What follows belongs to an exercise in optimizing a design on an open flow for small area and a short achievable clock period; a production flow would make more cautious choices. In this exercise RTL edits were held to simulation tests only and were not proved equivalent to the original. No activity file was given, so power comes from the tool's default toggle rates.

## ALU
module ALU #(parameter Data_Width = 8) (
	input wire [Data_Width-1:0]     A, B,
	input wire [3:0]                ALU_FUN,
	input wire                      CLK, RST,
	input wire                      Enable,
	output reg [(2*Data_Width)-1:0] alu_out,
	output reg                      out_valid
);
	genvar i;
	wire       sub = ALU_FUN[0] | ALU_FUN[3];
	wire [7:0] bx  = B ^ {8{sub}};
	wire [7:0] as;
	wire fs1;
	wire fc2;
	alu_fa u_fa3 (.a(A[0]), .b(bx[0]), .c(sub), .s(fs1), .co(fc2));
	assign as[0] = fs1;
	wire fs4;
	wire fc5;
	alu_fa u_fa6 (.a(A[1]), .b(bx[1]), .c(fc2), .s(fs4), .co(fc5));
	assign as[1] = fs4;
	wire fs7;
	wire fc8;
	alu_fa u_fa9 (.a(A[2]), .b(bx[2]), .c(fc5), .s(fs7), .co(fc8));
	assign as[2] = fs7;
	wire fs10;
	wire fc11;
	alu_fa u_fa12 (.a(A[3]), .b(bx[3]), .c(fc8), .s(fs10), .co(fc11));
	assign as[3] = fs10;
	wire fs13;
	wire fc14;
	alu_fa u_fa15 (.a(A[4]), .b(bx[4]), .c(fc11), .s(fs13), .co(fc14));
	assign as[4] = fs13;
	wire fs16;
	wire fc17;
	alu_fa u_fa18 (.a(A[5]), .b(bx[5]), .c(fc14), .s(fs16), .co(fc17));
	assign as[5] = fs16;
	wire fs19;
	wire fc20;
	alu_fa u_fa21 (.a(A[6]), .b(bx[6]), .c(fc17), .s(fs19), .co(fc20));
	assign as[6] = fs19;
	wire fs22;
	wire fc23;
  ...
Size: roughly 450 cells after synthesis, roughly 40 I/O pins, about 4100 sq um of cells after synthesis.
==> flow/config.mk <==
export PLATFORM = sky130hd
export DESIGN_NAME = ALU
export DESIGN_NICKNAME = ALU
export VERILOG_FILES = /design/flow/design.v
export SDC_FILE = /design/flow/constraint.sdc
export NUM_CORES = 4
export LEC_CHECK = 0
export CAP_MARGIN = 20
export CORE_MARGIN = 2
export CORE_UTILIZATION = 40
export CTS_CLUSTER_DIAMETER = 500
export CTS_CLUSTER_SIZE = 30
export SLEW_MARGIN = 20
export SYNTH_HIERARCHICAL = 1
export SYNTH_MINIMUM_KEEP_SIZE = 0
==> flow/constraint.sdc <==
create_clock -name core_clock -period 110.0 [get_ports {CLK}]
set_input_delay 22.0000 -clock core_clock [delete_from_list [all_inputs] [get_ports {CLK}]]
set_output_delay 22.0000 -clock core_clock [all_outputs]
set_load 0.01 [all_outputs]
standard.sh (not shown) runs the stock make flow with config.mk's settings and CLKGATE_MAP_FILE= SYNTH_SCRIPT=/design/flow/synth_recipe.tcl, a recipe that flattens the netlist after the stock synthesis.
==> flow/flow/run.sh <==
#!/bin/bash
# Standard ORFS layout with three changes:
#  - after synthesis, every logic cell is swapped to the smallest cell of its family
#    (flow/downsize.tcl); registers keep the cells synthesis gave them
#  - the smallest buffer (buf_1) on every input and output port
#  - after placement, repair_timing with a setup margin (flow/repair.tcl) speeds up the
#    slowest paths again
set -euo pipefail
export RESULTS=$(pwd)/orfs/results/${FLOW_PLATFORM}/ALU/base
export MARGIN=$(cat flow/margin.txt)
bash standard.sh synth > standard_synth.log 2>&1
openroad -no_init -exit flow/downsize.tcl > downsize.log 2>&1
bash standard.sh BUFFER_PORTS_ARGS="-buffer_cell sky130_fd_sc_hd__buf_1" place > standard_place.log 2>&1
openroad -no_init -exit flow/repair.tcl > repair.log 2>&1
bash standard.sh BUFFER_PORTS_ARGS="-buffer_cell sky130_fd_sc_hd__buf_1" finish > standard_finish.log 2>&1
==> flow/flow/margin.txt <==
78
Other scripts of this flow, unchanged in this note and not shown: flow/flow/downsize.tcl, flow/flow/repair.tcl
Edit:
==> flow/flow/margin.txt (replaced) <==
77.5
- CTS_CLUSTER_DIAMETER: 500 -> not set
- CTS_CLUSTER_SIZE: 30 -> not set
Outcome:
- final area barely changes
- routed wire length goes down by 0.58%
- via count barely changes
- worst setup slack degrades by 440 ps
- count of clock-buffer cells in the layout stays the same
Edit:
==> flow/flow/margin.txt (replaced) <==
78
The changed run finished clean.
Count of clock-buffer cells in the layout does not change.
Worst setup slack improved by 440 ps.
Sequential cell count is unchanged.
Edit:
- CORE_UTILIZATION: 40 -> 65
- PLACE_DENSITY: not set -> 0.75
Outcome:
- total power goes up by 0.34%
- cell area goes down by 1.8%
- non-clock buffer count is unchanged
- sequential power stays flat
- setup slack got worse by 110 ps
- core utilization grows by 28 points

---

try-tundra:
ALU, a different RTL version from the one above (not shown whole).
For scale: ~430 cells after synthesis.
export LEC_CHECK = 0
export CAP_MARGIN = 20
export CORE_MARGIN = 2
export CORE_UTILIZATION = 40
export SLEW_MARGIN = 20
export SYNTH_HIERARCHICAL = 1
export SYNTH_MINIMUM_KEEP_SIZE = 0
create_clock -name core_clock -period 110.0 [get_ports {CLK}]
==> flow/flow/run.sh <==
#!/bin/bash
# Standard ORFS layout with two changes:
#  - after synthesis, every logic cell is swapped to the smallest cell of its family
#    (flow/downsize.tcl); registers keep the cells synthesis gave them
#  - the smallest buffer (buf_1) on every input and output port
set -euo pipefail
bash standard.sh synth > standard_synth.log 2>&1
export RESULTS=$(pwd)/orfs/results/${FLOW_PLATFORM}/ALU/base
openroad -no_init -exit flow/downsize.tcl > downsize.log 2>&1
bash standard.sh BUFFER_PORTS_ARGS="-buffer_cell sky130_fd_sc_hd__buf_1" finish > standard_finish.log 2>&1
==> flow/flow/downsize.tcl <==
# Swap every non-register cell of the synthesized netlist to the smallest cell of its family
# (same function and pins, lowest drive strength). Timing has a wide margin at this clock
# period; the resizer's repair_design later fixes any slew or capacitance violation.
read_db $::env(RESULTS)/1_synth.odb
set db [ord::get_db]
set fam [dict create]
foreach lib [$db getLibs] {
  foreach m [$lib getMasters] {
    set n [$m getName]
    if {![regexp {^(sky130_fd_sc_hd__[a-z0-9]+)_([0-9]+)$} $n -> base sz]} { continue }
    if {[string match *lpflow* $n] || [string match *probe* $n]} { continue }
    set a [expr {[$m getWidth] * [$m getHeight]}]
    if {![dict exists $fam $base]} {
      dict set fam $base [list $m $a $sz]
    } else {
      lassign [dict get $fam $base] bm ba bsz
      if {$a < $ba || ($a == $ba && $sz > $bsz)} { dict set fam $base [list $m $a $sz] }
    }
  }
}
set swapped 0
foreach inst [[ord::get_db_block] getInsts] {
  set m [$inst getMaster]
  set n [$m getName]
  if {[$m isSequential]} { continue }
  if {![regexp {^(sky130_fd_sc_hd__[a-z0-9]+)_([0-9]+)$} $n -> base sz]} { continue }
  if {![dict exists $fam $base]} { continue }
  set best [lindex [dict get $fam $base] 0]
  if {[$best getName] ne $n} {
    if {[$inst swapMaster $best]} { incr swapped }
  }
}
puts "downsize: swapped $swapped instances"
write_db $::env(RESULTS)/1_synth.odb
diff inputs: try-tundra => try-yarrow
==> flow/flow/run.sh <==
#!/bin/bash
# Standard ORFS layout with three changes:
#  - after synthesis, every logic cell is swapped to the smallest cell of its family
#    (flow/downsize.tcl); registers keep the cells synthesis gave them
#  - the smallest buffer (buf_1) on every input and output port
#  - after placement, repair_timing with a setup margin (flow/repair.tcl) speeds up the
#    slowest paths again
set -euo pipefail
export RESULTS=$(pwd)/orfs/results/${FLOW_PLATFORM}/ALU/base
export MARGIN=$(cat flow/margin.txt)
bash standard.sh synth > standard_synth.log 2>&1
openroad -no_init -exit flow/downsize.tcl > downsize.log 2>&1
bash standard.sh BUFFER_PORTS_ARGS="-buffer_cell sky130_fd_sc_hd__buf_1" place > standard_place.log 2>&1
openroad -no_init -exit flow/repair.tcl > repair.log 2>&1
bash standard.sh BUFFER_PORTS_ARGS="-buffer_cell sky130_fd_sc_hd__buf_1" finish > standard_finish.log 2>&1
==> flow/flow/margin.txt (new file) <==
80
==> flow/flow/repair.tcl (new file) <==
# Tighten the slowest paths: resize/buffer until every path has MARGIN ns of setup slack
# (or no move helps), at the design's own clock and constraints.
read_liberty $::env(FLOW_HOME)/platforms/sky130hd/lib/sky130_fd_sc_hd__tt_025C_1v80.lib
read_db $::env(RESULTS)/3_place.odb
read_sdc $::env(RESULTS)/3_place.sdc
source $::env(FLOW_HOME)/platforms/sky130hd/setRC.tcl
estimate_parasitics -placement
report_wns
report_design_area
repair_timing -setup -setup_margin $::env(MARGIN) -skip_last_gasp -sequence sizeup,swap
report_wns
report_design_area
detailed_place
check_placement
write_db $::env(RESULTS)/3_place.odb
### Flow results
- [compare] base=try-tundra new=try-yarrow: global-route met2 utilization shows an increase of 2.7 points, share of the final layout cell area in sequential cells has decreased, delay of the slowest cell on the worst path lower.
Modified inputs, try-nickel compared to try-yarrow
==> flow/flow/run.sh <==
#!/bin/bash
# Standard ORFS layout with two changes:
#  - after synthesis, every logic cell is swapped to the smallest cell of its family
#    (flow/downsize.tcl); registers keep the cells synthesis gave them
#  - the smallest buffer (buf_1) on every input and output port
set -euo pipefail
bash standard.sh synth > standard_synth.log 2>&1
export RESULTS=$(pwd)/orfs/results/${FLOW_PLATFORM}/ALU/base
KEEP_FANOUT=6 openroad -no_init -exit flow/downsize.tcl > downsize.log 2>&1
bash standard.sh BUFFER_PORTS_ARGS="-buffer_cell sky130_fd_sc_hd__buf_1" finish > standard_finish.log 2>&1
--- a/flow/flow/downsize.tcl
+++ b/flow/flow/downsize.tcl
@@ -1,3 +1,4 @@
 # Swap every non-register cell of the synthesized netlist to the smallest cell of its family
-# (same function and pins, lowest drive strength). Timing has a wide margin at this clock
+# (same function and pins, lowest drive strength), except cells driving KEEP_FANOUT or
+# more loads. Timing has a wide margin at this clock
 # period; the resizer's repair_design later fixes any slew or capacitance violation.
@@ -27,2 +28,10 @@
   if {![dict exists $fam $base]} { continue }
+  # keep the drive strength synthesis chose for cells driving many loads
+  set fo 0
+  foreach it [$inst getITerms] {
+    if {[$it isOutputSignal] && [$it getNet] ne "NULL"} {
+      set fo [expr {max($fo, [llength [[$it getNet] getITerms]] - 1)}]
+    }
+  }
+  if {$fo >= $::env(KEEP_FANOUT)} { continue }
   set best [lindex [dict get $fam $base] 0]
removed: flow/flow/margin.txt
removed: flow/flow/repair.tcl
[summary]
- Compared with try-yarrow, in try-nickel switching part of the total saw a decrease, final cell area excluding filler cells lost 7.7%, wire length decreased about 3%, power now sits lower, flip-flop and latch count closely matched the old numbers.
- Diff try-nickel..try-yarrow | clock-buffer cell count | unchanged
- Per the comparison of try-nickel with try-yarrow, detailed-routing wirelength on met1 increased 0.50%; fraction of power consumed by combinational cells decreased 1.8 points.
Input changes introduced in try-umber (baseline for comparison: try-nickel):
==> flow/flow/run.sh <==
#!/bin/bash
# Standard ORFS layout with three changes:
#  - after synthesis, every logic cell driving fewer than 6 loads is swapped to the smallest
#    cell of its family (flow/downsize.tcl); registers keep the cells synthesis gave them
#  - the smallest buffer (buf_1) on every input and output port
#  - after placement, repair_timing (gate sizing only) with a setup margin from
#    flow/margin.txt speeds up the slowest paths again (flow/repair.tcl)
set -euo pipefail
export RESULTS=$(pwd)/orfs/results/${FLOW_PLATFORM}/ALU/base
export MARGIN=$(cat flow/margin.txt)
bash standard.sh synth > standard_synth.log 2>&1
KEEP_FANOUT=6 openroad -no_init -exit flow/downsize.tcl > downsize.log 2>&1
bash standard.sh BUFFER_PORTS_ARGS="-buffer_cell sky130_fd_sc_hd__buf_1" place > standard_place.log 2>&1
openroad -no_init -exit flow/repair.tcl > repair.log 2>&1
bash standard.sh BUFFER_PORTS_ARGS="-buffer_cell sky130_fd_sc_hd__buf_1" finish > standard_finish.log 2>&1
==> flow/flow/margin.txt (new file) <==
78
==> flow/flow/repair.tcl (new file) <==
# Tighten the slowest paths: resize/buffer until every path has MARGIN ns of setup slack
# (or no move helps), at the design's own clock and constraints.
read_liberty $::env(FLOW_HOME)/platforms/sky130hd/lib/sky130_fd_sc_hd__tt_025C_1v80.lib
read_db $::env(RESULTS)/3_place.odb
read_sdc $::env(RESULTS)/3_place.sdc
source $::env(FLOW_HOME)/platforms/sky130hd/setRC.tcl
estimate_parasitics -placement
report_wns
report_design_area
repair_timing -setup -setup_margin $::env(MARGIN) -skip_last_gasp -sequence sizeup,swap
report_wns
report_design_area
detailed_place
check_placement
write_db $::env(RESULTS)/3_place.odb
[summary]
Summary: with try-nickel as the reference, final design instance area without fill in try-umber moved up by a few percent.
Against try-nickel, try-umber reports a global-route usage that is higher.
Sequential share of power (higher): try-nickel

re-timing with driven ports:
The results above use ideal ports. As a check the final layouts listed here were re-extracted and re-timed, cells and wires unchanged. Step 1, drivers: a clkbuf_16 drives CLK and a buf_2 each remaining input, both assumed. Step 2 also shifts input and output timing later by t, the mid clock arrival at the registers, as if the neighbouring blocks saw the same clock. Three values: ideal, step 1, step 2; two values: the first two.
run	t (ns)	slack for setup (ns)	worst setup path at the end	worst register clock-pin slew, ns	cell pins on the clock port's net
the first run of note 1	0.282	78.184 / 78.192 / 77.909	input to register	0.07 / 0.07	1
the second run of note 1	0.282	77.742 / 77.744 / 77.461	input to register	0.07 / 0.07	1
the third run of note 1	0.282	78.184 / 78.192 / 77.909	input to register	0.07 / 0.07	1
the fourth run of note 1	0.270	78.074 / 78.075 / 77.805	input to register	0.07 / 0.07	1
try-tundra	0.282	75.399 / 75.406 / 75.124	input to register	0.08 / 0.08	1
try-yarrow	0.283	78.139 / 78.136 / 77.853	input to register	0.08 / 0.08	1
try-nickel	0.278	76.472 / 76.478 / 76.200	input to register	0.08 / 0.08	1
try-umber	0.279	78.144 / 78.149 / 77.870	input to register	0.08 / 0.08	1
After both steps every run listed still meets setup and hold. For try-yarrow, which loses most, drivers alone change the setup slack by -0.003 ns; drivers and shift together by -0.286 ns.
